Context: an optimization exercise on an open-source flow, tuned for small area, a short achievable clock period and few clock cycles. The choices shown serve that exercise and are no tape-out recipe.
The RTL was checked by simulation tests, not by an equivalence proof against the original design.

lane 1:
// math24_async
module math24_async(
    input  wire                iw_clk,
    input  wire                iw_rst,
    input  wire [23:0] iw_math_ctrl,
    input  wire [23:0] iw_math_opa,
    input  wire [23:0] iw_math_opb,
    input  wire [23:0] iw_math_opc,
    output wire                ow_csr_wen,
    output wire [11:0] ow_csr_waddr,
    output wire [23:0] ow_csr_wdata
);
    localparam integer M_DIV   = 0;      
    localparam integer M_SQRT  = 1;      
    localparam integer M_MUL   = 2;      
    localparam integer M_NEGQ  = 3;      
    localparam integer M_NEGR  = 4;      
    localparam integer M_ADD   = 5;      
    localparam integer M_CMP   = 6;      
    localparam integer M_CLAMP = 7;      
    localparam integer NM      = 8;
    localparam [2:0] P_IDLE = 3'b100;
    localparam [2:0] P_CTRL = 3'b000;
    localparam [2:0] P_ST1  = 3'b001;
    localparam [2:0] P_WAIT = 3'b110;
    localparam [2:0] P_RES0 = 3'b010;
    localparam [2:0] P_RES1 = 3'b011;
    localparam [2:0] P_ST2  = 3'b101;
    reg  [2:0]  ph;
    reg  [1:0]  wa;
    reg         wen_r;
    reg  [23:0] W;
    reg  [23:0] R, Q, D;
    reg  [4:0]  op;
    reg         sa;
    reg  [5:0]  cnt;
    assign ow_csr_wen   = wen_r;
    assign ow_csr_waddr = {7'd0, 1'b1, 1'b0, wa[1], 1'b0, wa[0]};
    assign ow_csr_wdata = W;
    wire idle = (ph == P_IDLE);
    function automatic [5:0] opflags(input [4:0] o);
        opflags = {(o >= 5'h11) && (o != 5'h1F),
                   (o == 5'h04) || (o == 5'h05) || (o == 5'h06) || (o == 5'h0A) ||
                   (o == 5'h0B) || (o == 5'h0D) || (o == 5'h1B) || (o == 5'h1C) ||
                   (o == 5'h1E),
                   (o == 5'h0F) || (o == 5'h12),
                   (o == 5'h09) || (o == 5'h0B) || (o == 5'h1A) || (o == 5'h1C),
                   (o == 5'h0C) || (o == 5'h0D) || (o == 5'h1D) || (o == 5'h1E),
  ...
Size: ~1600 cells after synthesis, about 140 I/O pins, roughly 12000 µm² of cells after synthesis.
clock: 75.0 ns
lec_check: 0
cap_margin: 40
core_margin: 2
core_utilization: 55
slew_margin: 40
standard.sh (not shown) runs the stock make flow with config.mk's settings and CLKGATE_MAP_FILE= SYNTH_SCRIPT=/design/flow/synth_recipe.tcl, a recipe that flattens the netlist after the stock synthesis.
==> flow/flow/run.sh <==
#!/bin/bash
# Standard layout with two changes to how cells are chosen:
#  - plain buf_1 cells as the port buffers instead of delay buffers
#  - a clock tree of clkbuf_8 buffers without dummy loads
set -e
export BUFFER_PORTS_ARGS="-buffer_cell sky130_fd_sc_hd__buf_1"
export CTS_ARGS="-sink_clustering_enable -repair_clock_nets -buf_list sky130_fd_sc_hd__clkbuf_8 -dont_use_dummy_load"
bash standard.sh > standard.log 2>&1
Testbench counts of lane 1, summed over its fixed seeds: cycles 235,225.
What lane 2 does differently from lane 1 at the input level:
diff --git a/flow/design.v b/flow/design.v
--- a/flow/design.v
+++ b/flow/design.v
@@ -53,18 +53,18 @@
     wire sub     = fl[3];
     wire mx      = fl[2];
     wire clampop = fl[1];
     wire sqrtop  = fl[0];
     reg [5:0] nsteps;
     always @* begin
         case (op)
             5'h00, 5'h01, 5'h02, 5'h04: nsteps = 6'd24;
-            5'h05:                      nsteps = sa ? 6'd27 : (D[23] ? 6'd26 : 6'd25);
-            5'h06:                      nsteps = sa ? 6'd26 : 6'd25;
+            5'h05:                      nsteps = 6'd27;
+            5'h06:                      nsteps = 6'd26;
             5'h03, 5'h14, 5'h15, 5'h16: nsteps = 6'd12;
             5'h17:                      nsteps = 6'd6;
             5'h0C, 5'h0D, 5'h1D, 5'h1E: nsteps = 6'd2;
             5'h1F:                      nsteps = 6'd0;
             default:                    nsteps = 6'd1;
         endcase
     end
     function automatic [NM+2:0] modef(input [4:0] o, input f0, input e23, input e25, input g24);
@@ -245,19 +245,19 @@
          c_divs = cf[4], c_negs = cf[3], c_neg = cf[2], c_cmp = cf[1], c_add = cf[0];
     wire f0 = (ph == P_CTRL);
     wire negq2 = c_divs & e25;
     reg  [NM+2:0] md_r;
     always @* begin
         md_r = {(NM+3){1'b0}};
         md_r[M_MUL]   = act & c_mul;
         md_r[NM+2]    = act & c_muls & e23;
-        md_r[M_DIV]   = act & (c_div | (c_sdiv & ~g24 & ~(f0 & Q[23])));
+        md_r[M_DIV]   = act & (c_div | (c_sdiv & ~f0 & ~g24));
         md_r[M_SQRT]  = act & c_sqrt;
-        md_r[M_NEGQ]  = act & (c_negs | c_neg | (c_sdiv & f0 & Q[23]) | negq2);
+        md_r[M_NEGQ]  = act & (c_negs | c_neg | (c_sdiv & f0) | negq2);
         md_r[NM]      = c_negs | (c_sdiv & f0);
         md_r[NM+1]    = negq2;
         md_r[M_NEGR]  = act & c_sdiv & g24 & ~negq2;
         md_r[M_ADD]   = act & c_add;
         md_r[M_CMP]   = act & (c_cmp | (clampop & f0));
         md_r[M_CLAMP] = act & clampop & ~f0;
     end
     wire first = (ph == P_CTRL);
@@ -282,18 +282,17 @@
     wire        ge8 = rcarry24(t8, dx, yinv);
     wire        skok = (cnt <= (sgn ? 6'd17 : 6'd16));
     wire        skip = md_r[M_DIV] & ~lane & skok & (R0[23:16] == 8'd0) & ~ge8;
     wire [23:0] Rn = skip ? t8 : so[71:48];
     wire [23:0] Qn = skip ? {Q[15:0], 8'd0} : so[47:24];
     wire [23:0] Dn = so[23:0];
     wire [5:0]  cnt_1 = cnt + 6'd1;
     wire        skend = sgn ? (cnt == 6'd17) : (cnt == 6'd16);
-    wire        adj   = c_sdiv & f0 & ~Q[23];
-    wire [5:0]  cnt_n = (skip ? cnt + 6'd8 : cnt_1) + {5'd0, adj};
+    wire [5:0]  cnt_n = skip ? cnt + 6'd8 : cnt_1;
     wire dzl  = (D[11:0] == 12'd0);
     wire dzh  = (D[23:12] == 12'd0);
     wire div24 = (op == 5'h01) || (op == 5'h02) || (op == 5'h05) || (op == 5'h06);
     wire div12 = (op == 5'h15) || (op == 5'h16);
     wire div0  = (div24 & dzl & dzh) | (div12 & (dzl | dzh));
     wire mzl   = (div24 & dzl & dzh) | (div12 & dzl);
     wire mzh   = (div24 & dzl & dzh) | (div12 & dzh);
     wire src0_q = (op == 5'h00) || (op == 5'h01) || (op == 5'h04) || (op == 5'h05) ||
Notes after the runs:
NOTE: routability congestion estimate in lane 2 exceeds that of lane 1
Fraction of synthesized cell area in xor and xnor cells, lane 2 and lane 1, lower one = lane 2.
The final layouts of lane 2 and lane 1 pass the timing, DRC and antenna checks.
Lane 2 vs. lane 1: final period demand of the worst path now sits lower; synthesis-to-finish area growth -0.41 points; wire length of the first global-routing pass shrank by 8.5%.
Testbench counts of lane 2, summed over its fixed seeds: cycles 237,492.

==> re-timing with driven ports <==
The results above use ideal ports. As a check the final layouts listed here were re-extracted and re-timed, cells and wires unchanged.
Step 1: set_driving_cell puts a clkbuf_16 on iw_clk and a buf_2 on each other input, an assumption about the parent block.
Step 2, shift: input delay + t, output delay - t, t = (earliest + latest rising clock arrival at the registers) / 2. This alone moves slack from input paths to output paths.
Three values: ideal, step 1, step 2; two values: the first two.
run | t, ns | setup slack, ns | worst register clock-pin slew, ns | worst data-port slew with drivers (ns)
lane 1 | 0.514 | 58.974 / 58.928 / 58.625 | 0.10 / 0.10 | 0.05
lane 2 | 0.513 | 59.001 / 58.954 / 58.524 | 0.10 / 0.10 | 0.04
After both steps every run listed still meets setup and hold. The setup slack of lane 2, which loses most, moves by -0.047 ns with the drivers and by -0.477 ns with both steps.
